Background: an optimization exercise with open tools, aiming at small area, a short achievable clock period and few clock cycles per item. Do not read the settings as production practice. Function was not checked in any run shown here: the RTL went through the layout flow alone. Power is estimated from default activity; no workload was simulated.

===== design/flow/constraint.sdc =====
create_clock -name core_clock -period 5.0 [get_ports {clk}]
set_input_delay 1.0000 -clock core_clock [delete_from_list [all_inputs] [get_ports {clk}]]
set_output_delay 1.0000 -clock core_clock [all_outputs]
set_load 0.01 [all_outputs]

===== design/flow/config.mk =====
export PLATFORM = sky130hd
export DESIGN_NAME = simple_cpu_top
export DESIGN_NICKNAME = simple_cpu_top
export VERILOG_FILES = /design/flow/design.v
export SDC_FILE = /design/flow/constraint.sdc
export NUM_CORES = 4
export LEC_CHECK = 0
export CAP_MARGIN = 20
export CORE_MARGIN = 2
export CORE_UTILIZATION = 40
export GPL_TIMING_DRIVEN = 0
export SLEW_MARGIN = 20
export SYNTH_HIERARCHICAL = 1
export SYNTH_MINIMUM_KEEP_SIZE = 0

===== design/flow/flow/run.sh =====
#!/bin/bash
# The standard layout with: port buffers made from buf_2 cells (ORFS's
# default picks a delay buffer, clkdlybuf4s50_1), then reduced to buf_1 for
# the output ports and the lightly loaded input ports (flow/outbuf.tcl); the
# buffers that synthesis (ABC) inserted removed at
# floorplan, leaving buffering to the resizer, which sees the placement; and
# ORFS's power recovery after global routing, which downsizes gates off the
# critical paths.
set -euo pipefail
bash standard.sh "BUFFER_PORTS_ARGS=-buffer_cell sky130_fd_sc_hd__buf_2" "POST_GLOBAL_PLACE_TCL=$(pwd)/flow/outbuf.tcl" REMOVE_ABC_BUFFERS=1 RECOVER_POWER=100 finish > standard_run.log 2>&1

===== design/flow/standard.sh =====
#!/bin/bash
# synth_recipe.tcl (not shown) runs the flow's synth.tcl, then flattens the netlist and writes it again
# the make line also repeats each setting of config.mk as NAME=value (left out here)
make -C /OpenROAD-flow-scripts/flow DESIGN_CONFIG=/design/flow/config.mk WORK_HOME=/design/flow/orfs CLKGATE_MAP_FILE= SYNTH_SCRIPT=/design/flow/synth_recipe.tcl "${@:-finish}"

===== design/flow/flow/outbuf.tcl =====
# After global placement: the output-port buffers drive only the port's fixed
# load and have plenty of slack, so use the smallest buffer for them; so also
# for input-port buffers with few loads (the resizer upsizes any that need it).
foreach inst [get_cells output*] {
  replace_cell $inst sky130_fd_sc_hd__buf_1
}
foreach inst [get_cells input*] {
  set pin [get_pins -of_objects $inst -filter "direction == output"]
  set net [get_nets -of_objects $pin]
  set nload [llength [get_pins -of_objects $net -filter "direction == input"]]
  if {$nload <= 4} {
    replace_cell $inst sky130_fd_sc_hd__buf_1
  }
}

===== design/flow/design.v =====
module simple_datapath #(
    parameter BIT_WIDTH = 16
)(
    input wire clk,
    input wire en,
    input wire [BIT_WIDTH-1:0] a,
    input wire [BIT_WIDTH-1:0] b,
    output wire [BIT_WIDTH-1:0] p
);
    wire w1 = ~(a[0] & b[0]);
    wire w2 = ~(a[1] & b[0]);
    wire w3 = ~(a[2] & b[0]);
    wire w4 = ~(a[3] & b[0]);
    wire w5 = ~(a[4] & b[0]);
    wire w6 = ~(a[5] & b[0]);
    wire w7 = ~(a[6] & b[0]);
    wire w8 = ~(a[7] & b[0]);
    wire w9 = ~(a[8] & b[0]);
    wire w10 = ~(a[9] & b[0]);
    wire w11 = ~(a[10] & b[0]);
    wire w12 = ~(a[11] & b[0]);
    wire w13 = ~(a[12] & b[0]);
    wire w14 = ~(a[13] & b[0]);
    wire w15 = ~(a[14] & b[0]);
    wire w16 = ~(a[15] & b[0]);
    wire w17 = ~(a[0] & b[1]);
    wire w18 = ~(a[1] & b[1]);
    wire w19 = ~(a[2] & b[1]);
    wire w20 = ~(a[3] & b[1]);
    wire w21 = ~(a[4] & b[1]);
    wire w22 = ~(a[5] & b[1]);
    wire w23 = ~(a[6] & b[1]);
    wire w24 = ~(a[7] & b[1]);
    wire w25 = ~(a[8] & b[1]);
    wire w26 = ~(a[9] & b[1]);
    wire w27 = ~(a[10] & b[1]);
    wire w28 = ~(a[11] & b[1]);
    wire w29 = ~(a[12] & b[1]);
    wire w30 = ~(a[13] & b[1]);
    wire w31 = ~(a[14] & b[1]);
    wire w32 = ~(a[0] & b[2]);
    wire w33 = ~(a[1] & b[2]);
    wire w34 = ~(a[2] & b[2]);
    wire w35 = ~(a[3] & b[2]);
    wire w36 = ~(a[4] & b[2]);
    wire w37 = ~(a[5] & b[2]);
    wire w38 = ~(a[6] & b[2]);
    wire w39 = ~(a[7] & b[2]);
    wire w40 = ~(a[8] & b[2]);
    wire w41 = ~(a[9] & b[2]);
    wire w42 = ~(a[10] & b[2]);
    wire w43 = ~(a[11] & b[2]);
    wire w44 = ~(a[12] & b[2]);
    wire w45 = ~(a[13] & b[2]);
    wire w46 = ~(a[0] & b[3]);
    wire w47 = ~(a[1] & b[3]);
    wire w48 = ~(a[2] & b[3]);
    wire w49 = ~(a[3] & b[3]);
    wire w50 = ~(a[4] & b[3]);
    wire w51 = ~(a[5] & b[3]);
    wire w52 = ~(a[6] & b[3]);
    wire w53 = ~(a[7] & b[3]);
    wire w54 = ~(a[8] & b[3]);
    wire w55 = ~(a[9] & b[3]);
    wire w56 = ~(a[10] & b[3]);
    wire w57 = ~(a[11] & b[3]);
    wire w58 = ~(a[12] & b[3]);
    wire w59 = ~(a[0] & b[4]);
    wire w60 = ~(a[1] & b[4]);
    wire w61 = ~(a[2] & b[4]);
    wire w62 = ~(a[3] & b[4]);
    wire w63 = ~(a[4] & b[4]);
    wire w64 = ~(a[5] & b[4]);
    wire w65 = ~(a[6] & b[4]);
    wire w66 = ~(a[7] & b[4]);
    wire w67 = ~(a[8] & b[4]);
    wire w68 = ~(a[9] & b[4]);
    wire w69 = ~(a[10] & b[4]);
    wire w70 = ~(a[11] & b[4]);
    wire w71 = ~(a[0] & b[5]);
    wire w72 = ~(a[1] & b[5]);
    wire w73 = ~(a[2] & b[5]);
    wire w74 = ~(a[3] & b[5]);
    wire w75 = ~(a[4] & b[5]);
    wire w76 = ~(a[5] & b[5]);
    wire w77 = ~(a[6] & b[5]);
    wire w78 = ~(a[7] & b[5]);
    wire w79 = ~(a[8] & b[5]);
    wire w80 = ~(a[9] & b[5]);
    wire w81 = ~(a[10] & b[5]);
    wire w82 = ~(a[0] & b[6]);
    wire w83 = ~(a[1] & b[6]);
    wire w84 = ~(a[2] & b[6]);
    wire w85 = ~(a[3] & b[6]);
    wire w86 = ~(a[4] & b[6]);
    wire w87 = ~(a[5] & b[6]);
    wire w88 = ~(a[6] & b[6]);
    wire w89 = ~(a[7] & b[6]);
    wire w90 = ~(a[8] & b[6]);
    wire w91 = ~(a[9] & b[6]);
    wire w92 = ~(a[0] & b[7]);
    wire w93 = ~(a[1] & b[7]);
    wire w94 = ~(a[2] & b[7]);
    wire w95 = ~(a[3] & b[7]);
    wire w96 = ~(a[4] & b[7]);
    wire w97 = ~(a[5] & b[7]);
    wire w98 = ~(a[6] & b[7]);
    wire w99 = ~(a[7] & b[7]);
    wire w100 = ~(a[8] & b[7]);
    wire w101 = ~(a[0] & b[8]);
    wire w102 = ~(a[1] & b[8]);
    wire w103 = ~(a[2] & b[8]);
    wire w104 = ~(a[3] & b[8]);
    wire w105 = ~(a[4] & b[8]);
    wire w106 = ~(a[5] & b[8]);
    wire w107 = ~(a[6] & b[8]);
    wire w108 = ~(a[7] & b[8]);
    wire w109 = ~(a[0] & b[9]);
    wire w110 = ~(a[1] & b[9]);
    wire w111 = ~(a[2] & b[9]);
    wire w112 = ~(a[3] & b[9]);
    wire w113 = ~(a[4] & b[9]);
    wire w114 = ~(a[5] & b[9]);
    wire w115 = ~(a[6] & b[9]);
    wire w116 = ~(a[0] & b[10]);
    wire w117 = ~(a[1] & b[10]);
    wire w118 = ~(a[2] & b[10]);
    wire w119 = ~(a[3] & b[10]);
    wire w120 = ~(a[4] & b[10]);
    wire w121 = ~(a[5] & b[10]);
    wire w122 = ~(a[0] & b[11]);
    wire w123 = ~(a[1] & b[11]);
    wire w124 = ~(a[2] & b[11]);
    wire w125 = ~(a[3] & b[11]);
    wire w126 = ~(a[4] & b[11]);
    wire w127 = ~(a[0] & b[12]);
    wire w128 = ~(a[1] & b[12]);
    wire w129 = ~(a[2] & b[12]);
    wire w130 = ~(a[3] & b[12]);
    wire w131 = ~(a[0] & b[13]);
    wire w132 = ~(a[1] & b[13]);
    wire w133 = ~(a[2] & b[13]);
    wire w134 = ~(a[0] & b[14]);
    wire w135 = ~(a[1] & b[14]);
    wire w136 = ~(a[0] & b[15]);
    wire w137, w138;
    mul_xn u1 (.x(w18), .y(w3), .s(w137));
    mul_or u2 (.x(w18), .y(w3), .c(w138));
    wire w139, w140;
    mul_fa u3 (.x(w19), .y(w33), .z(w4), .s(w139), .c(w140));
    wire w141, w142;
    mul_xn u4 (.x(w46), .y(w138), .s(w141));
    mul_or u5 (.x(w46), .y(w138), .c(w142));
    wire w143, w144;
    mul_fa u6 (.x(w20), .y(w34), .z(w47), .s(w143), .c(w144));
    wire w145, w146;
    mul_fa u7 (.x(w5), .y(w59), .z(w140), .s(w145), .c(w146));
    wire w147, w148;
    mul_xn u8 (.x(w143), .y(w142), .s(w147));
    mul_or u9 (.x(w143), .y(w142), .c(w148));
    wire w149, w150;
    mul_fa u10 (.x(w21), .y(w35), .z(w48), .s(w149), .c(w150));
    wire w151, w152;
    mul_fa u11 (.x(w6), .y(w60), .z(w71), .s(w151), .c(w152));
    wire w153, w154;
    mul_fa u12 (.x(w144), .y(w149), .z(w151), .s(w153), .c(w154));
    wire w155, w156;
    mul_xn u13 (.x(w148), .y(w146), .s(w155));
    mul_or u14 (.x(w148), .y(w146), .c(w156));
    wire w157, w158;
    mul_fa u15 (.x(w22), .y(w36), .z(w49), .s(w157), .c(w158));
    wire w159, w160;
    mul_fa u16 (.x(w61), .y(w7), .z(w72), .s(w159), .c(w160));
    wire w161, w162;
    mul_fa u17 (.x(w82), .y(w150), .z(w152), .s(w161), .c(w162));
    wire w163, w164;
    mul_fa u18 (.x(w157), .y(w159), .z(w154), .s(w163), .c(w164));
    wire w165, w166;
    mul_xn u19 (.x(w161), .y(w156), .s(w165));
    mul_or u20 (.x(w161), .y(w156), .c(w166));
    wire w167, w168;
    mul_fa u21 (.x(w23), .y(w37), .z(w50), .s(w167), .c(w168));
    wire w169, w170;
    mul_fa u22 (.x(w62), .y(w73), .z(w8), .s(w169), .c(w170));
    wire w171, w172;
    mul_fa u23 (.x(w83), .y(w92), .z(w158), .s(w171), .c(w172));
    wire w173, w174;
    mul_fa u24 (.x(w160), .y(w167), .z(w169), .s(w173), .c(w174));
    wire w175, w176;
    mul_fa u25 (.x(w162), .y(w171), .z(w173), .s(w175), .c(w176));
    wire w177, w178;
    mul_xn u26 (.x(w164), .y(w166), .s(w177));
    mul_or u27 (.x(w164), .y(w166), .c(w178));
    wire w179, w180;
    mul_fa u28 (.x(w101), .y(w24), .z(w38), .s(w179), .c(w180));
    wire w181, w182;
    mul_fa u29 (.x(w51), .y(w63), .z(w74), .s(w181), .c(w182));
    wire w183, w184;
    mul_fa u30 (.x(w84), .y(w9), .z(w93), .s(w183), .c(w184));
    wire w185, w186;
    mul_fa u31 (.x(w168), .y(w170), .z(w179), .s(w185), .c(w186));
    wire w187, w188;
    mul_fa u32 (.x(w181), .y(w183), .z(w172), .s(w187), .c(w188));
    wire w189, w190;
    mul_fa u33 (.x(w174), .y(w185), .z(w187), .s(w189), .c(w190));
    wire w191, w192;
    mul_xn u34 (.x(w176), .y(w178), .s(w191));
    mul_or u35 (.x(w176), .y(w178), .c(w192));
    wire w193, w194;
    mul_fa u36 (.x(w10), .y(w102), .z(w109), .s(w193), .c(w194));
    wire w195, w196;
    mul_fa u37 (.x(w25), .y(w39), .z(w52), .s(w195), .c(w196));
    wire w197, w198;
    mul_fa u38 (.x(w64), .y(w75), .z(w85), .s(w197), .c(w198));
    wire w199, w200;
    mul_fa u39 (.x(w94), .y(w180), .z(w182), .s(w199), .c(w200));
    wire w201, w202;
    mul_fa u40 (.x(w184), .y(w193), .z(w195), .s(w201), .c(w202));
    wire w203, w204;
    mul_fa u41 (.x(w197), .y(w186), .z(w199), .s(w203), .c(w204));
    wire w205, w206;
    mul_fa u42 (.x(w201), .y(w188), .z(w203), .s(w205), .c(w206));
    wire w207, w208;
    mul_xn u43 (.x(w190), .y(w192), .s(w207));
    mul_or u44 (.x(w190), .y(w192), .c(w208));
    wire w209, w210;
    mul_fa u45 (.x(w103), .y(w11), .z(w110), .s(w209), .c(w210));
    wire w211, w212;
    mul_fa u46 (.x(w116), .y(w26), .z(w40), .s(w211), .c(w212));
    wire w213, w214;
    mul_fa u47 (.x(w53), .y(w65), .z(w76), .s(w213), .c(w214));
    wire w215, w216;
    mul_fa u48 (.x(w86), .y(w95), .z(w194), .s(w215), .c(w216));
    wire w217, w218;
    mul_fa u49 (.x(w196), .y(w198), .z(w209), .s(w217), .c(w218));
    wire w219, w220;
    mul_fa u50 (.x(w211), .y(w213), .z(w200), .s(w219), .c(w220));
    wire w221, w222;
    mul_fa u51 (.x(w202), .y(w215), .z(w217), .s(w221), .c(w222));
    wire w223, w224;
    mul_fa u52 (.x(w204), .y(w219), .z(w221), .s(w223), .c(w224));
    wire w225, w226;
    mul_xn u53 (.x(w206), .y(w223), .s(w225));
    mul_or u54 (.x(w206), .y(w223), .c(w226));
    wire w227, w228;
    mul_fa u55 (.x(w104), .y(w111), .z(w117), .s(w227), .c(w228));
    wire w229, w230;
    mul_fa u56 (.x(w12), .y(w122), .z(w27), .s(w229), .c(w230));
    wire w231, w232;
    mul_fa u57 (.x(w41), .y(w54), .z(w66), .s(w231), .c(w232));
    wire w233, w234;
    mul_fa u58 (.x(w77), .y(w87), .z(w96), .s(w233), .c(w234));
    wire w235, w236;
    mul_fa u59 (.x(w210), .y(w212), .z(w214), .s(w235), .c(w236));
    wire w237, w238;
    mul_fa u60 (.x(w227), .y(w229), .z(w231), .s(w237), .c(w238));
    wire w239, w240;
    mul_fa u61 (.x(w233), .y(w216), .z(w218), .s(w239), .c(w240));
    wire w241, w242;
    mul_fa u62 (.x(w235), .y(w237), .z(w220), .s(w241), .c(w242));
    wire w243, w244;
    mul_fa u63 (.x(w222), .y(w239), .z(w241), .s(w243), .c(w244));
    wire w245, w246;
    mul_xn u64 (.x(w224), .y(w226), .s(w245));
    mul_or u65 (.x(w224), .y(w226), .c(w246));
    wire w247, w248;
    mul_fa u66 (.x(w105), .y(w112), .z(w118), .s(w247), .c(w248));
    wire w249, w250;
    mul_fa u67 (.x(w123), .y(w127), .z(w13), .s(w249), .c(w250));
    wire w251, w252;
    mul_fa u68 (.x(w28), .y(w42), .z(w55), .s(w251), .c(w252));
    wire w253, w254;
    mul_fa u69 (.x(w67), .y(w78), .z(w88), .s(w253), .c(w254));
    wire w255, w256;
    mul_fa u70 (.x(w97), .y(w228), .z(w230), .s(w255), .c(w256));
    wire w257, w258;
    mul_fa u71 (.x(w232), .y(w234), .z(w247), .s(w257), .c(w258));
    wire w259, w260;
    mul_fa u72 (.x(w249), .y(w251), .z(w253), .s(w259), .c(w260));
    wire w261, w262;
    mul_fa u73 (.x(w236), .y(w238), .z(w255), .s(w261), .c(w262));
    wire w263, w264;
    mul_fa u74 (.x(w257), .y(w259), .z(w240), .s(w263), .c(w264));
    wire w265, w266;
    mul_fa u75 (.x(w261), .y(w242), .z(w263), .s(w265), .c(w266));
    wire w267, w268;
    mul_xn u76 (.x(w244), .y(w265), .s(w267));
    mul_or u77 (.x(w244), .y(w265), .c(w268));
    wire w269, w270;
    mul_fa u78 (.x(w106), .y(w113), .z(w119), .s(w269), .c(w270));
    wire w271, w272;
    mul_fa u79 (.x(w124), .y(w128), .z(w131), .s(w271), .c(w272));
    wire w273, w274;
    mul_fa u80 (.x(w14), .y(w29), .z(w43), .s(w273), .c(w274));
    wire w275, w276;
    mul_fa u81 (.x(w56), .y(w68), .z(w79), .s(w275), .c(w276));
    wire w277, w278;
    mul_fa u82 (.x(w89), .y(w98), .z(w248), .s(w277), .c(w278));
    wire w279, w280;
    mul_fa u83 (.x(w250), .y(w252), .z(w254), .s(w279), .c(w280));
    wire w281, w282;
    mul_fa u84 (.x(w269), .y(w271), .z(w273), .s(w281), .c(w282));
    wire w283, w284;
    mul_fa u85 (.x(w275), .y(w256), .z(w258), .s(w283), .c(w284));
    wire w285, w286;
    mul_fa u86 (.x(w260), .y(w277), .z(w279), .s(w285), .c(w286));
    wire w287, w288;
    mul_fa u87 (.x(w281), .y(w262), .z(w283), .s(w287), .c(w288));
    wire w289, w290;
    mul_fa u88 (.x(w285), .y(w264), .z(w287), .s(w289), .c(w290));
    wire w291, w292;
    mul_xn u89 (.x(w266), .y(w289), .s(w291));
    mul_or u90 (.x(w266), .y(w289), .c(w292));
    wire w293, w294;
    mul_fa u91 (.x(w107), .y(w114), .z(w120), .s(w293), .c(w294));
    wire w295, w296;
    mul_fa u92 (.x(w125), .y(w129), .z(w132), .s(w295), .c(w296));
    wire w297, w298;
    mul_fa u93 (.x(w134), .y(w15), .z(w30), .s(w297), .c(w298));
    wire w299, w300;
    mul_fa u94 (.x(w44), .y(w57), .z(w69), .s(w299), .c(w300));
    wire w301, w302;
    mul_fa u95 (.x(w80), .y(w90), .z(w99), .s(w301), .c(w302));
    wire w303, w304;
    mul_fa u96 (.x(w270), .y(w272), .z(w274), .s(w303), .c(w304));
    wire w305, w306;
    mul_fa u97 (.x(w276), .y(w293), .z(w295), .s(w305), .c(w306));
    wire w307, w308;
    mul_fa u98 (.x(w297), .y(w299), .z(w301), .s(w307), .c(w308));
    wire w309, w310;
    mul_fa u99 (.x(w278), .y(w280), .z(w282), .s(w309), .c(w310));
    wire w311, w312;
    mul_fa u100 (.x(w303), .y(w305), .z(w307), .s(w311), .c(w312));
    wire w313, w314;
    mul_fa u101 (.x(w284), .y(w286), .z(w309), .s(w313), .c(w314));
    wire w315, w316;
    mul_fa u102 (.x(w311), .y(w288), .z(w313), .s(w315), .c(w316));
    wire w317, w318;
    mul_xn u103 (.x(w290), .y(w315), .s(w317));
    mul_or u104 (.x(w290), .y(w315), .c(w318));
    wire w319;
    mul_x2 u105 (.x(w100), .y(w108), .s(w319));
    wire w320;
    mul_x2 u106 (.x(w115), .y(w121), .s(w320));
    wire w321;
    mul_x2 u107 (.x(w126), .y(w130), .s(w321));
    wire w322;
    mul_x2 u108 (.x(w133), .y(w135), .s(w322));
    wire w323;
    mul_x2 u109 (.x(w136), .y(w16), .s(w323));
    wire w324;
    mul_x2 u110 (.x(w31), .y(w45), .s(w324));
    wire w325;
    mul_x2 u111 (.x(w58), .y(w70), .s(w325));
    wire w326;
    mul_x2 u112 (.x(w81), .y(w91), .s(w326));
    wire w327;
    mul_x2 u113 (.x(w319), .y(w320), .s(w327));
    wire w328;
    mul_x2 u114 (.x(w321), .y(w322), .s(w328));
    wire w329;
    mul_x2 u115 (.x(w323), .y(w324), .s(w329));
    wire w330;
    mul_x2 u116 (.x(w325), .y(w326), .s(w330));
    wire w331;
    mul_x2 u117 (.x(w327), .y(w328), .s(w331));
    wire w332;
    mul_x2 u118 (.x(w329), .y(w330), .s(w332));
    wire w333;
    mul_x2 u119 (.x(w294), .y(w296), .s(w333));
    wire w334;
    mul_x2 u120 (.x(w298), .y(w300), .s(w334));
    wire w335;
    mul_x2 u121 (.x(w302), .y(w331), .s(w335));
    wire w336;
    mul_x2 u122 (.x(w332), .y(w333), .s(w336));
    wire w337;
    mul_x2 u123 (.x(w334), .y(w335), .s(w337));
    wire w338;
    mul_x2 u124 (.x(w336), .y(w337), .s(w338));
    wire w339;
    mul_x2 u125 (.x(w304), .y(w338), .s(w339));
    wire w340;
    mul_x2 u126 (.x(w306), .y(w308), .s(w340));
    wire w341;
    mul_x2 u127 (.x(w339), .y(w340), .s(w341));
    wire w342;
    mul_x2 u128 (.x(w341), .y(w310), .s(w342));
    wire w343;
    mul_x2 u129 (.x(w312), .y(w342), .s(w343));
    wire w344;
    mul_x2 u130 (.x(w343), .y(w314), .s(w344));
    wire w345;
    mul_x2 u131 (.x(w344), .y(w316), .s(w345));
    wire w346 = w17 | w2;
    wire w347, w348;
    mul_fa u132 (.x(w32), .y(w137), .z(w346), .s(w347), .c(w348));
    wire w349, w350;
    mul_fa u133 (.x(w141), .y(w139), .z(w348), .s(w349), .c(w350));
    wire w351, w352;
    mul_fa u134 (.x(w147), .y(w145), .z(w350), .s(w351), .c(w352));
    wire w353, w354;
    mul_fa u135 (.x(w153), .y(w155), .z(w352), .s(w353), .c(w354));
    wire w355, w356;
    mul_ha u136 (.x(w165), .y(w163), .s(w355), .c(w356));
    wire w357;
    mul_ao u137 (.g(w356), .p(w355), .ci(w354), .co(w357));
    wire w358, w359;
    mul_ha u138 (.x(w175), .y(w177), .s(w358), .c(w359));
    wire w360;
    mul_ao u139 (.g(w359), .p(w358), .ci(w356), .co(w360));
    wire w361 = w358 & w355;
    wire w362;
    mul_ao u140 (.g(w360), .p(w361), .ci(w354), .co(w362));
    wire w363, w364;
    mul_ha u141 (.x(w191), .y(w189), .s(w363), .c(w364));
    wire w365;
    mul_ao u142 (.g(w364), .p(w363), .ci(w362), .co(w365));
    wire w366, w367;
    mul_ha u143 (.x(w205), .y(w207), .s(w366), .c(w367));
    wire w368;
    mul_ao u144 (.g(w367), .p(w366), .ci(w365), .co(w368));
    reg [22:0] q;
    always @(posedge clk)
        if (en) q <= {w345, w318, w292, w317, w268, w291, w267, w246, w245, w243, w208, w225, w368, ~(w366 ^ w365), ~(w363 ^ w362), ~(w358 ^ w357), ~(w355 ^ w354), ~w353, ~w351, ~w349, ~w347, w17 ^ w2, ~w1};
    assign p[0] = q[0];
    assign p[1] = q[1];
    assign p[2] = q[2];
    assign p[3] = q[3];
    assign p[4] = q[4];
    assign p[5] = q[5];
    assign p[6] = q[6];
    assign p[7] = q[7];
    assign p[8] = q[8];
    assign p[9] = q[9];
    wire w369, w370;
    mul_fa u145 (.x(q[11]), .y(q[12]), .z(q[10]), .s(w369), .c(w370));
    wire w371, w372;
    mul_fa u146 (.x(q[13]), .y(q[14]), .z(w370), .s(w371), .c(w372));
    wire w373, w374;
    mul_fa u147 (.x(q[15]), .y(q[16]), .z(w372), .s(w373), .c(w374));
    wire w375, w376;
    mul_ha u148 (.x(q[17]), .y(q[18]), .s(w375), .c(w376));
    wire w377, w378;
    mul_ha u149 (.x(q[19]), .y(q[20]), .s(w377), .c(w378));
    wire w379;
    mul_ao u150 (.g(w378), .p(w377), .ci(w376), .co(w379));
    wire w380 = w377 & w375;
    wire w381;
    mul_ao u151 (.g(w376), .p(w375), .ci(w374), .co(w381));
    wire w382;
    mul_ao u152 (.g(w379), .p(w380), .ci(w374), .co(w382));
    assign p[10] = ~w369;
    assign p[11] = ~w371;
    assign p[12] = ~w373;
    assign p[13] = ~(w375 ^ w374);
    assign p[14] = ~(w377 ^ w381);
    assign p[15] = (q[21] ^ q[22] ^ w382);
endmodule
module mul_fa (
    input wire x, y, z,
    output wire s, c
);
    assign s = x ^ y ^ z;
    assign c = (x & y) | (x & z) | (y & z);
endmodule
module mul_ha (
    input wire x, y,
    output wire s, c
);
    assign s = x ^ y;
    assign c = x & y;
endmodule
module mul_xn (
    input wire x, y,
    output wire s
);
    assign s = ~(x ^ y);
endmodule
module mul_or (
    input wire x, y,
    output wire c
);
    assign c = x | y;
endmodule
module mul_x2 (
    input wire x, y,
    output wire s
);
    assign s = x ^ y;
endmodule
module mul_ao (
    input wire g, p, ci,
    output wire co
);
    assign co = g | (p & ci);
endmodule
module simple_control (
    input wire clk,
    input wire rst_n,
    input wire start,
    output reg done
);
    always @(posedge clk or negedge rst_n) begin
        if (!rst_n)
            done <= 1'b0;
        else if (start)
            done <= 1'b1;
    end
endmodule
module simple_cpu_top #(
    parameter BIT_WIDTH = 16,
    parameter PROGRAM_FILE = "program.mem"
)(
    input wire clk,
    input wire rst_n,
    input wire start,
    input wire [BIT_WIDTH-1:0] operand_a,
    input wire [BIT_WIDTH-1:0] operand_b,
    output wire [BIT_WIDTH-1:0] result,
    output wire done
);
    simple_datapath #(.BIT_WIDTH(BIT_WIDTH)) datapath (
        .clk(clk), .en(start), .a(operand_a), .b(operand_b), .p(result)
    );
    simple_control control (
        .clk(clk), .rst_n(rst_n), .start(start), .done(done)
    );
endmodule

==> notes.md, run 1 <==
clk buf depth=2; vias in the first global route=2,833; vias=2,518; Rows=35; I/O pins=52; PortBufs=51; Pwr Density=427 nW/um^2; fillers=908; CTS Sinks=24; P_leak=0.00148 uW; outcome=complete, no violations; element type at the critical path end=flop; total wire length=7800 microns; ANT cells=0; maximum vdd drop=0.216 mV; Starting Density=41.3%; Yosys reg bits=24; Die H=102 microns; number of synthesis warnings=8; TritonCTS clock tree=done; first-pass GRT wire length=14,000 microns; CP Class=in2reg; Final Core Density=44.3%; total congestion overflow=0; Detailed Routing Iterations Pass 1=4; most used cell, CP=fa_1; crit path buf inv count=1; fraction of layout cells with a size suffix above 1=6.99%; Layout Nets=514; Final Cycle Share=87.3%; Post-CTS Setup Inserts=0; Worst setup SP type=primary input; synth top area cells=fa_1 (45%), edfxtp_1 (18%), nand2_1 (13%), xor2_1 (6.2%), xnor2_1 (4.4%); worst skew pair latency=0.27 ns; Reg clk slew, reported paths=0.10 ns; DR DRC count=0; Root Buffer=clkbuf_8; register area share after synthesis=18.7%; TritonCTS Buffers=3; area of the multi-input gates=2890 sq um; Post-Layout Inst Area=4090 sq um; die width=102 microns; Final Hold Vio Count=0; max_slew headroom=14.1%; max-slew violations=0; RSZ-0062 raised after global routing=no; Yosys top cell by area=fa_1; Hold Path Class=in2async; post-cts resize count=0; CP arrival=4.40 ns; Die Area=10,300 sq um; pin count of the biggest net entering global routing=25; Mean Syn Cell Area=10.6 sq um; H-tree depth=1; critical path peak fanout=16; cell area after synthesis=3820 sq um; routed length per placed instance=15.1 microns; Synth cell types=14; cts hold-fix bufs=0; DP HPWL=6170 microns; Synth top area share=44.5%; CP Cell Sequence=clkbuf_1 -> nand2_1 -> fa_1 -> fa_1 -> fa_1 -> fa_1 -> fa_1 -> or2_1; drt first-iter violations=134; measured slew at the worst slew-check pin=1.29 ns; placed cell area=4020 sq um; core area=9240 sq um; Synth-to-Final Area Change=7.14%; Global Route Usage Sum=17.5%; commonest non-fill, non-tap cell in the layout=nand2_1; Fmax achieved=229 MHz; initial antenna violation count=0; critical path required time=5.03 ns; register area=716 sq um; max incr delay on CP=0.55 ns; Cells after Synth=359; vias per cell=4.89; Tot Pwr=1750 uW; CP delay by family, top=adder cells; clock skew=0 ns; slowest library cell on the worst path=clkbuf_1; most frequent cells in the layout=nand2_1 (133), fa_1 (85), xor2_1 (27), buf_1 (26); Max Cap Violations=0; setup violators final=0; Final min period=4.37 ns; Setup TNS=0 ns; Antenna Violating Nets Remaining=0
Yosys stat by module, one instance, submodules excluded, a selection:
module / area (sq um) / copies in the design
simple_control: 31.3 / 1
mul_fa: 20.0 / 85
mul_ha: 12.5 / 6
mul_x2: 8.76 / 27
mul_xn: 8.76 / 13
mul_ao: 7.51 / 8
mul_or: 6.26 / 13
flip-flops by register name (all words and copies together), names as in the netlist:
| register | count |
|---|---|
| datapath.q | 23 |
| control.done | 1 |
synthesized netlist by cell type:
cell type  instances
edfxtp_1          23
xor2_1            27
fa_1              85
ha_1               7
dfrtp_1            1
nand2_1          133
and2_1             5
buf_2             12
buf_4             16
xnor2_1           19
or2_1             14
a21o_1             8
inv_1              8
xor3_1             1
where the power goes:
group	leakage [uW]	internal, uW	switching (uW)	total (uW)
Clock	0.0000357	107	70.5	178
Combinational	0.00121	569	601	1170
Sequential	0.000235	376	24.7	400
Total	0.00148	1050	696	1750
final timing paths:
| check | from | to | slack [ns] | depth (start not counted) |
|---|---|---|---|---|
| worst max-delay path | operand_b[0] | datapath.q[21]$_DFFE_PP_ | 0.63 | 8 |
| worst min register to register | control.done$_DFFE_PN0P_ | control.done$_DFFE_PN0P_ | 0.47 | 1 |
| worst max register to register | control.done$_DFFE_PN0P_ | control.done$_DFFE_PN0P_ | 4.29 | 1 |
| min in group core_clock | control.done$_DFFE_PN0P_ | control.done$_DFFE_PN0P_ | 0.47 | 1 |
| worst min-delay path | rst_n | control.done$_DFFE_PN0P_ | 0.47 | 1 |
| max in group asynchronous | rst_n | control.done$_DFFE_PN0P_ | 4.44 | 1 |
logic make-up after synthesis:
| logic type | Yosys count | synth area share [%] |
|---|---|---|
| fa+ha+maj | 92 | 46.8 |
| simple gates | 152 | 16.2 |
| xor+xnor | 47 | 11.2 |
| compound gates | 8 | 1.57 |
| flops | 24 | 18.7 |
| buf+inv | 36 | 5.50 |
metal layers:
layer	vias to the layer above	part of all wire (%)	wire [microns]	global-route usage (%)
met5	-	0	0	0
li1	1133	-	-	-
met3	12	6.8	531	2.62
met2	102	49	3840	29.1
met1	1271	42	3280	24.0
met4	0	1.8	142	4.78
stage by stage:
stage                     hold WS [ns]  worst slack, ns  instances
after detailed placement         0.450            0.524        511
final                            0.468            0.634        515
after global placement           0.443            0.553        511
after CTS                        0.461            0.830        515
after global routing             0.456            0.438        515
after floorplan                  0.504             1.05        331
final cells by class:
type	count	area share, %
Multi-Input combinational cell	299	70.7
Sequential cell	24	17.5
Timing Repair Buffer	51	5.38
Tap cell	129	3.94
Clock buffer	3	1.01
Clock inverter	1	0.734
Inverter	8	0.734
==> run 2, diff against run 1 <==
--- a/design/flow/design.v
+++ b/design/flow/design.v
@@ -309,120 +309,115 @@
     wire w289, w290;
     mul_fa u88 (.x(w285), .y(w264), .z(w287), .s(w289), .c(w290));
     wire w291, w292;
-    mul_xn u89 (.x(w266), .y(w289), .s(w291));
-    mul_or u90 (.x(w266), .y(w289), .c(w292));
+    mul_fa u89 (.x(w107), .y(w114), .z(w120), .s(w291), .c(w292));
     wire w293, w294;
-    mul_fa u91 (.x(w107), .y(w114), .z(w120), .s(w293), .c(w294));
+    mul_fa u90 (.x(w125), .y(w129), .z(w132), .s(w293), .c(w294));
     wire w295, w296;
-    mul_fa u92 (.x(w125), .y(w129), .z(w132), .s(w295), .c(w296));
+    mul_fa u91 (.x(w134), .y(w15), .z(w30), .s(w295), .c(w296));
     wire w297, w298;
-    mul_fa u93 (.x(w134), .y(w15), .z(w30), .s(w297), .c(w298));
+    mul_fa u92 (.x(w44), .y(w57), .z(w69), .s(w297), .c(w298));
     wire w299, w300;
-    mul_fa u94 (.x(w44), .y(w57), .z(w69), .s(w299), .c(w300));
+    mul_fa u93 (.x(w80), .y(w90), .z(w99), .s(w299), .c(w300));
     wire w301, w302;
-    mul_fa u95 (.x(w80), .y(w90), .z(w99), .s(w301), .c(w302));
+    mul_fa u94 (.x(w270), .y(w272), .z(w274), .s(w301), .c(w302));
     wire w303, w304;
-    mul_fa u96 (.x(w270), .y(w272), .z(w274), .s(w303), .c(w304));
+    mul_fa u95 (.x(w276), .y(w291), .z(w293), .s(w303), .c(w304));
     wire w305, w306;
-    mul_fa u97 (.x(w276), .y(w293), .z(w295), .s(w305), .c(w306));
+    mul_fa u96 (.x(w295), .y(w297), .z(w299), .s(w305), .c(w306));
     wire w307, w308;
-    mul_fa u98 (.x(w297), .y(w299), .z(w301), .s(w307), .c(w308));
+    mul_fa u97 (.x(w278), .y(w280), .z(w282), .s(w307), .c(w308));
     wire w309, w310;
-    mul_fa u99 (.x(w278), .y(w280), .z(w282), .s(w309), .c(w310));
+    mul_fa u98 (.x(w301), .y(w303), .z(w305), .s(w309), .c(w310));
     wire w311, w312;
-    mul_fa u100 (.x(w303), .y(w305), .z(w307), .s(w311), .c(w312));
+    mul_fa u99 (.x(w284), .y(w286), .z(w307), .s(w311), .c(w312));
     wire w313, w314;
-    mul_fa u101 (.x(w284), .y(w286), .z(w309), .s(w313), .c(w314));
-    wire w315, w316;
-    mul_fa u102 (.x(w311), .y(w288), .z(w313), .s(w315), .c(w316));
-    wire w317, w318;
-    mul_xn u103 (.x(w290), .y(w315), .s(w317));
-    mul_or u104 (.x(w290), .y(w315), .c(w318));
+    mul_xn u100 (.x(w309), .y(w288), .s(w313));
+    mul_or u101 (.x(w309), .y(w288), .c(w314));
+    wire w315;
+    mul_x2 u102 (.x(w100), .y(w108), .s(w315));
+    wire w316;
+    mul_x2 u103 (.x(w115), .y(w121), .s(w316));
+    wire w317;
+    mul_x2 u104 (.x(w126), .y(w130), .s(w317));
+    wire w318;
+    mul_x2 u105 (.x(w133), .y(w135), .s(w318));
     wire w319;
-    mul_x2 u105 (.x(w100), .y(w108), .s(w319));
+    mul_x2 u106 (.x(w136), .y(w16), .s(w319));
     wire w320;
-    mul_x2 u106 (.x(w115), .y(w121), .s(w320));
+    mul_x2 u107 (.x(w31), .y(w45), .s(w320));
     wire w321;
-    mul_x2 u107 (.x(w126), .y(w130), .s(w321));
+    mul_x2 u108 (.x(w58), .y(w70), .s(w321));
     wire w322;
-    mul_x2 u108 (.x(w133), .y(w135), .s(w322));
+    mul_x2 u109 (.x(w81), .y(w91), .s(w322));
     wire w323;
-    mul_x2 u109 (.x(w136), .y(w16), .s(w323));
+    mul_x2 u110 (.x(w315), .y(w316), .s(w323));
     wire w324;
-    mul_x2 u110 (.x(w31), .y(w45), .s(w324));
+    mul_x2 u111 (.x(w317), .y(w318), .s(w324));
     wire w325;
-    mul_x2 u111 (.x(w58), .y(w70), .s(w325));
+    mul_x2 u112 (.x(w319), .y(w320), .s(w325));
     wire w326;
-    mul_x2 u112 (.x(w81), .y(w91), .s(w326));
+    mul_x2 u113 (.x(w321), .y(w322), .s(w326));
     wire w327;
-    mul_x2 u113 (.x(w319), .y(w320), .s(w327));
+    mul_x2 u114 (.x(w323), .y(w324), .s(w327));
     wire w328;
-    mul_x2 u114 (.x(w321), .y(w322), .s(w328));
+    mul_x2 u115 (.x(w325), .y(w326), .s(w328));
     wire w329;
-    mul_x2 u115 (.x(w323), .y(w324), .s(w329));
+    mul_x2 u116 (.x(w292), .y(w294), .s(w329));
     wire w330;
-    mul_x2 u116 (.x(w325), .y(w326), .s(w330));
+    mul_x2 u117 (.x(w296), .y(w298), .s(w330));
     wire w331;
-    mul_x2 u117 (.x(w327), .y(w328), .s(w331));
+    mul_x2 u118 (.x(w300), .y(w327), .s(w331));
     wire w332;
-    mul_x2 u118 (.x(w329), .y(w330), .s(w332));
+    mul_x2 u119 (.x(w328), .y(w329), .s(w332));
     wire w333;
-    mul_x2 u119 (.x(w294), .y(w296), .s(w333));
+    mul_x2 u120 (.x(w330), .y(w331), .s(w333));
     wire w334;
-    mul_x2 u120 (.x(w298), .y(w300), .s(w334));
+    mul_x2 u121 (.x(w332), .y(w333), .s(w334));
     wire w335;
-    mul_x2 u121 (.x(w302), .y(w331), .s(w335));
+    mul_x2 u122 (.x(w302), .y(w334), .s(w335));
     wire w336;
-    mul_x2 u122 (.x(w332), .y(w333), .s(w336));
+    mul_x2 u123 (.x(w304), .y(w306), .s(w336));
     wire w337;
-    mul_x2 u123 (.x(w334), .y(w335), .s(w337));
+    mul_x2 u124 (.x(w335), .y(w336), .s(w337));
     wire w338;
-    mul_x2 u124 (.x(w336), .y(w337), .s(w338));
+    mul_x2 u125 (.x(w337), .y(w308), .s(w338));
     wire w339;
-    mul_x2 u125 (.x(w304), .y(w338), .s(w339));
+    mul_x2 u126 (.x(w310), .y(w338), .s(w339));
     wire w340;
-    mul_x2 u126 (.x(w306), .y(w308), .s(w340));
+    mul_x2 u127 (.x(w339), .y(w312), .s(w340));
     wire w341;
-    mul_x2 u127 (.x(w339), .y(w340), .s(w341));
-    wire w342;
-    mul_x2 u128 (.x(w341), .y(w310), .s(w342));
-    wire w343;
-    mul_x2 u129 (.x(w312), .y(w342), .s(w343));
-    wire w344;
-    mul_x2 u130 (.x(w343), .y(w314), .s(w344));
-    wire w345;
-    mul_x2 u131 (.x(w344), .y(w316), .s(w345));
-    wire w346 = w17 | w2;
+    mul_x2 u128 (.x(w340), .y(w314), .s(w341));
+    wire w342 = w17 | w2;
+    wire w343, w344;
+    mul_fa u129 (.x(w32), .y(w137), .z(w342), .s(w343), .c(w344));
+    wire w345, w346;
+    mul_fa u130 (.x(w141), .y(w139), .z(w344), .s(w345), .c(w346));
     wire w347, w348;
-    mul_fa u132 (.x(w32), .y(w137), .z(w346), .s(w347), .c(w348));
+    mul_fa u131 (.x(w147), .y(w145), .z(w346), .s(w347), .c(w348));
     wire w349, w350;
-    mul_fa u133 (.x(w141), .y(w139), .z(w348), .s(w349), .c(w350));
+    mul_fa u132 (.x(w153), .y(w155), .z(w348), .s(w349), .c(w350));
     wire w351, w352;
-    mul_fa u134 (.x(w147), .y(w145), .z(w350), .s(w351), .c(w352));
-    wire w353, w354;
-    mul_fa u135 (.x(w153), .y(w155), .z(w352), .s(w353), .c(w354));
-    wire w355, w356;
-    mul_ha u136 (.x(w165), .y(w163), .s(w355), .c(w356));
-    wire w357;
-    mul_ao u137 (.g(w356), .p(w355), .ci(w354), .co(w357));
-    wire w358, w359;
-    mul_ha u138 (.x(w175), .y(w177), .s(w358), .c(w359));
-    wire w360;
-    mul_ao u139 (.g(w359), .p(w358), .ci(w356), .co(w360));
-    wire w361 = w358 & w355;
-    wire w362;
-    mul_ao u140 (.g(w360), .p(w361), .ci(w354), .co(w362));
-    wire w363, w364;
-    mul_ha u141 (.x(w191), .y(w189), .s(w363), .c(w364));
-    wire w365;
-    mul_ao u142 (.g(w364), .p(w363), .ci(w362), .co(w365));
-    wire w366, w367;
-    mul_ha u143 (.x(w205), .y(w207), .s(w366), .c(w367));
-    wire w368;
-    mul_ao u144 (.g(w367), .p(w366), .ci(w365), .co(w368));
-    reg [22:0] q;
+    mul_ha u133 (.x(w165), .y(w163), .s(w351), .c(w352));
+    wire w353;
+    mul_ao u134 (.g(w352), .p(w351), .ci(w350), .co(w353));
+    wire w354, w355;
+    mul_ha u135 (.x(w175), .y(w177), .s(w354), .c(w355));
+    wire w356;
+    mul_ao u136 (.g(w355), .p(w354), .ci(w352), .co(w356));
+    wire w357 = w354 & w351;
+    wire w358;
+    mul_ao u137 (.g(w356), .p(w357), .ci(w350), .co(w358));
+    wire w359, w360;
+    mul_ha u138 (.x(w191), .y(w189), .s(w359), .c(w360));
+    wire w361;
+    mul_ao u139 (.g(w360), .p(w359), .ci(w358), .co(w361));
+    wire w362, w363;
+    mul_ha u140 (.x(w205), .y(w207), .s(w362), .c(w363));
+    wire w364;
+    mul_ao u141 (.g(w363), .p(w362), .ci(w361), .co(w364));
+    reg [23:0] q;
     always @(posedge clk)
-        if (en) q <= {w345, w318, w292, w317, w268, w291, w267, w246, w245, w243, w208, w225, w368, ~(w366 ^ w365), ~(w363 ^ w362), ~(w358 ^ w357), ~(w355 ^ w354), ~w353, ~w351, ~w349, ~w347, w17 ^ w2, ~w1};
+        if (en) q <= {w341, w290, w313, w311, w268, w289, w266, w267, w246, w245, w243, w208, w225, w364, ~(w362 ^ w361), ~(w359 ^ w358), ~(w354 ^ w353), ~(w351 ^ w350), ~w349, ~w347, ~w345, ~w343, w17 ^ w2, ~w1};
     assign p[0] = q[0];
     assign p[1] = q[1];
     assign p[2] = q[2];
@@ -433,29 +428,45 @@
     assign p[7] = q[7];
     assign p[8] = q[8];
     assign p[9] = q[9];
-    wire w369, w370;
-    mul_fa u145 (.x(q[11]), .y(q[12]), .z(q[10]), .s(w369), .c(w370));
-    wire w371, w372;
-    mul_fa u146 (.x(q[13]), .y(q[14]), .z(w370), .s(w371), .c(w372));
+    wire w365, w366;
+    mul_xn u142 (.x(q[17]), .y(q[18]), .s(w365));
+    mul_or u143 (.x(q[17]), .y(q[18]), .c(w366));
+    wire w367, w368;
+    mul_fa u144 (.x(q[20]), .y(q[21]), .z(q[22]), .s(w367), .c(w368));
+    wire w369;
+    mul_x2 u145 (.x(q[23]), .y(w368), .s(w369));
+    wire w370, w371;
+    mul_ha u146 (.x(q[11]), .y(q[12]), .s(w370), .c(w371));
+    wire w372;
+    mul_ao u147 (.g(w371), .p(w370), .ci(q[10]), .co(w372));
     wire w373, w374;
-    mul_fa u147 (.x(q[15]), .y(q[16]), .z(w372), .s(w373), .c(w374));
-    wire w375, w376;
-    mul_ha u148 (.x(q[17]), .y(q[18]), .s(w375), .c(w376));
-    wire w377, w378;
-    mul_ha u149 (.x(q[19]), .y(q[20]), .s(w377), .c(w378));
-    wire w379;
-    mul_ao u150 (.g(w378), .p(w377), .ci(w376), .co(w379));
-    wire w380 = w377 & w375;
-    wire w381;
-    mul_ao u151 (.g(w376), .p(w375), .ci(w374), .co(w381));
-    wire w382;
-    mul_ao u152 (.g(w379), .p(w380), .ci(w374), .co(w382));
-    assign p[10] = ~w369;
-    assign p[11] = ~w371;
-    assign p[12] = ~w373;
-    assign p[13] = ~(w375 ^ w374);
-    assign p[14] = ~(w377 ^ w381);
-    assign p[15] = (q[21] ^ q[22] ^ w382);
+    mul_ha u148 (.x(q[13]), .y(q[14]), .s(w373), .c(w374));
+    wire w375;
+    mul_ao u149 (.g(w374), .p(w373), .ci(w372), .co(w375));
+    wire w376, w377;
+    mul_ha u150 (.x(q[15]), .y(q[16]), .s(w376), .c(w377));
+    wire w378;
+    mul_ao u151 (.g(w377), .p(w376), .ci(w374), .co(w378));
+    wire w379 = w376 & w373;
+    wire w380;
+    mul_ao u152 (.g(w378), .p(w379), .ci(w372), .co(w380));
+    wire w381, w382;
+    mul_ha u153 (.x(q[19]), .y(w365), .s(w381), .c(w382));
+    wire w383, w384;
+    mul_ha u154 (.x(w366), .y(w367), .s(w383), .c(w384));
+    wire w385;
+    mul_ao u155 (.g(w384), .p(w383), .ci(w382), .co(w385));
+    wire w386 = w383 & w381;
+    wire w387;
+    mul_ao u156 (.g(w382), .p(w381), .ci(w380), .co(w387));
+    wire w388;
+    mul_ao u157 (.g(w385), .p(w386), .ci(w380), .co(w388));
+    assign p[10] = ~(w370 ^ q[10]);
+    assign p[11] = ~(w373 ^ w372);
+    assign p[12] = ~(w376 ^ w375);
+    assign p[13] = ~(w381 ^ w380);
+    assign p[14] = ~(w383 ^ w387);
+    assign p[15] = (w369 ^ w388);
 endmodule
 module mul_fa (
     input wire x, y, z,
==> design/flow/flow/outbuf.tcl (replaced) <==
# After global placement: the output-port buffers drive only the port's fixed
# load, so use the smallest buffer for them (the resizer upsizes any that
# need it).
foreach inst [get_cells output*] {
  replace_cell $inst sky130_fd_sc_hd__buf_1
}
==> run 2 against run 1 <==
  * Final area grew 1.2%
  * Non-clock buffer count is the same
  * Combinational power grew 5%
  * Global-route usage shrank 0.76 points
  * Sequential power grew 2%
  * Area after synthesis grew 2.0%
  * Via count grew 0.64%
  * Final cell count grew 2.1%
  * Clock skew is the same
  * Worst setup slack lost 0.021 ns
  * Critical path type unchanged
  * Critical endpoint is now datapath.q[19]$_DFFE_PP_
==> notes.md, run 2 <==
CP arrival=4.42 ns (+0.02 ns); Root Buffer=clkbuf_8; ANT cells=0 (unchanged); vias in the first global route=2,795 (-1.3%); main combinational cell family by area after synthesis=adder cells; Detailed Routing Iterations Pass 1=4 (unchanged); Rows=36 (+2.9%); total congestion overflow=0 (unchanged); CP Cell Sequence=clkbuf_1 -> nand2_1 -> fa_1 -> fa_1 -> fa_1 -> fa_1 -> fa_1 -> or2_1; Die Area=10,500 sq um (+1.9%); Final Cycle Share=87.7% (+0.42 points); synth top area cells=fa_1 (42%), edfxtp_1 (19%), nand2_1 (13%), xor2_1 (6.5%), xnor2_1 (4.9%); Starting Density=40.6% (-0.74 points); Post-Synth Adder-Cell Area=45.4% (-1.5 points); CTS Sinks=25 (+4.2%); Yosys top cell by area=fa_1; I/O pins=52 (unchanged); Synth cell types=15 (+1); TritonCTS clock tree=done; max_slew headroom=8.85% (-5.2 points); Synth-to-Final Area Change=6.33%; vias per cell=4.82 (-1.5%); max-slew violations=0 (unchanged); cts hold-fix bufs=0 (unchanged); first-pass GRT wire length=13,400 microns (-4.4%); core area=9590 sq um (+3.8%); Post-Synth Simple-Gate Area=16.1% (-0.087 points); slowest library cell on the worst path=clkbuf_1; H-tree depth=1 (unchanged); Layout Nets=521 (+1.4%); vias=2,534 (+0.64%); Global Route Usage Sum=16.7% (-0.76 points); element type at the critical path end=flop; max incr delay on CP=0.58 ns (+0.03 ns); Setup TNS=0 ns (unchanged); xor and xnor area share after synthesis=11.5% (+0.30 points); area fraction in compound gates after synthesis=2.31% (+0.74 points); RSZ-0062 raised after global routing=no; Async SR Flop Fraction=4.00% (-0.17 points); cell area after synthesis=3890 sq um (+2.0%); measured slew at the worst slew-check pin=1.37 ns (+0.0781 ns); most used flip-flop cell after synthesis=edfxtp_1; register area share after synthesis=19.1% (+0.41 points); Yosys reg bits=25 (+4.2%); DP HPWL=6280 microns (+1.8%); maximum vdd drop=0.200 mV (-7.3%); EDFF count, synth=24 (+4.3%); most used cell, CP=fa_1; commonest non-fill, non-tap cell in the layout=nand2_1; Final min period=4.39 ns (+0.0209 ns); outcome=complete, no violations; Top reg by flops=datapath.q; fillers=956 (+5.3%); synth cell count leaders=nand2_1 (133), fa_1 (82), xor2_1 (29); PortBufs=51 (unchanged); DR DRC count=0 (unchanged); pin count of the biggest net entering global routing=26 (+4.0%); Final Hold Vio Count=0 (unchanged); Antenna Violating Nets Remaining=0 (unchanged); cell count after placement=522 (+2.2%); Cell Count, Final, Fillers Out=526 (+2.1%); Max Cap Violations=0 (unchanged); critical path required time=5.03 ns (about the same); total wire length=7870 microns (+0.92%); P_leak=0.00152 uW (+2.5%); worst skew pair latency=0.27 ns (about the same); die width=103 microns (+0.94%); post-cts resize count=0 (unchanged); TritonCTS Buffers=3 (unchanged); hold_ws=0.472 ns (+0.00337 ns); fraction of layout cells with a size suffix above 1=9.67% (+2.7 points); Final Core Density=43.2% (-1.1 points); drt first-iter violations=130 (-3.0%); clock skew=0 ns (unchanged); cell with the most instances after synthesis=nand2_1; initial antenna violation count=0 (unchanged); clk buf depth=2 (unchanged); Worst setup SP type=primary input; CP Class=in2reg; Mean Syn Cell Area=10.6 sq um (about the same); Reg clk slew, reported paths=0.10 ns (about the same); mux contribution to synthesized area=0% (unchanged); Hold Path Class=reg2reg; Synth top area share=42.1% (-2.4 points); Fmax achieved=228 MHz (-0.48%); Worst Slack Setup Final=0.613 ns (-0.0209 ns); routed length per placed instance=15.0 microns (-1.2%); setup violators final=0 (unchanged); critical path peak fanout=16 (unchanged); Die H=103 microns (+0.94%); post-place setup slack=0.650 ns (+0.126 ns); Largest regs=datapath.q: 24 flops, control.done: 1 flops; Post-CTS Setup Inserts=0 (unchanged); Pwr Density=425 nW/um^2 (-0.38%); number of synthesis warnings=8 (unchanged); Cells after Synth=366 (+1.9%); most frequent cells in the layout=nand2_1 (133), fa_1 (82), buf_2 (32), xor2_1 (29), edfxtp_1 (24); max reg flops=24 (+4.3%)
-- run 2: cell count changes in the layout (fill, tap and decap cells not counted), moves of 3 or more --
cell	before	now
fa_1	85	82
buf_1	26	17
buf_2	23	32
xnor2_1	19	22
a21o_1	8	12
ha_1	7	10
inv_1	8	5
-- run 2: layer usage --
metal / share of wire (%) / global-route usage (%) / vias up
met5: 0 / 0 / -
li1: - / - / 1166
met2: 51 / 29.9 / 70
met4: 1.6 / 4.72 / 0
met3: 4.7 / 2.24 / 8
met1: 43 / 21.2 / 1290
-- run 2: cell families after synthesis --
group | after synthesis
and+or+nand+nor | 153
AOI/OAI and AO/OA | 12
xor gates and xnor gates | 51
adders and majority gates | 92
buffers and inverters | 33
DFF | 25
-- run 2: layout make-up --
class	instances	area, sq um	area share, %
Timing Repair Buffer	51	231	5.59
Clock inverter	1	7.51	0.181
Clock buffer	3	41.3	0.997
Multi-Input combinational cell	308	2930	70.8
Sequential cell	25	746	18.0
Tap cell	133	166	4.02
Inverter	5	18.8	0.453
-- run 2: Yosys stat by module, one instance, submodules excluded, excerpt --
module          flip-flops and latches  cells
mul_ao                               0      1
mul_fa                               0      1
mul_ha                               0      1
mul_or                               0      1
mul_x2                               0      1
mul_xn                               0      1
simple_control                       1      2
-- run 2: critical path: cells and delay by family --
kind                     cells  cell delay, ns
buffers and inverters        1            0.58
adder cells (fa/ha/maj)      5            2.41
AND/OR/NAND/NOR              2            0.43
-- run 2: where the power goes --
part	switching [uW]	internal [uW]
Clock	71.2	56.5
Combinational	639	588
Sequential	27.4	380
-- run 2: stage by stage --
step	area (sq um)	power, uW
6_report	4140	1760
5_1_grt	4140	1990
4_1_cts	4140	1810
3_5_place_dp	4100	1670
3_3_place_gp	4120	1680
2_1_floorplan	3690	1360
-- run 2: path summary, 6_finish.rpt --
kind                       slack [ns]                startpoint  cells past startpoint                       end
min in group asynchronous        0.48                     rst_n                      1  control.done$_DFFE_PN0P_
setup / recovery                 0.61              operand_b[0]                      8  datapath.q[19]$_DFFE_PP_
setup reg to reg                 4.29  control.done$_DFFE_PN0P_                      1  control.done$_DFFE_PN0P_
hold reg to reg                  0.47  control.done$_DFFE_PN0P_                      1  control.done$_DFFE_PN0P_
hold / removal                   0.47  control.done$_DFFE_PN0P_                      1  control.done$_DFFE_PN0P_
max in group asynchronous        4.44                     rst_n                      1  control.done$_DFFE_PN0P_

==> static timing again, ports no longer ideal <==
The results above use ideal ports. As a check the final layouts listed here were re-extracted and re-timed, cells and wires unchanged.
Step 1 sets driving cells, clkbuf_16 on the clock port and buf_2 on the other inputs (assumed; they add their load-dependent delay and slew).
Step 2, shift: input delay + t, output delay - t, t = (earliest + latest rising clock arrival at the registers) / 2. This alone moves slack from input paths to output paths.
Three values: ideal, step 1, step 2; two values: the first two.
run	t, ns	setup WS [ns]	worst slew at a driven data input, ns
run 1	0.298	0.634 / 0.637 / 0.339	0.05
run 2	0.301	0.613 / 0.620 / 0.319	0.05
After both steps every run listed still meets setup and hold. For run 1, which loses most, drivers alone change the setup slack by +0.003 ns; drivers and shift together by -0.295 ns.
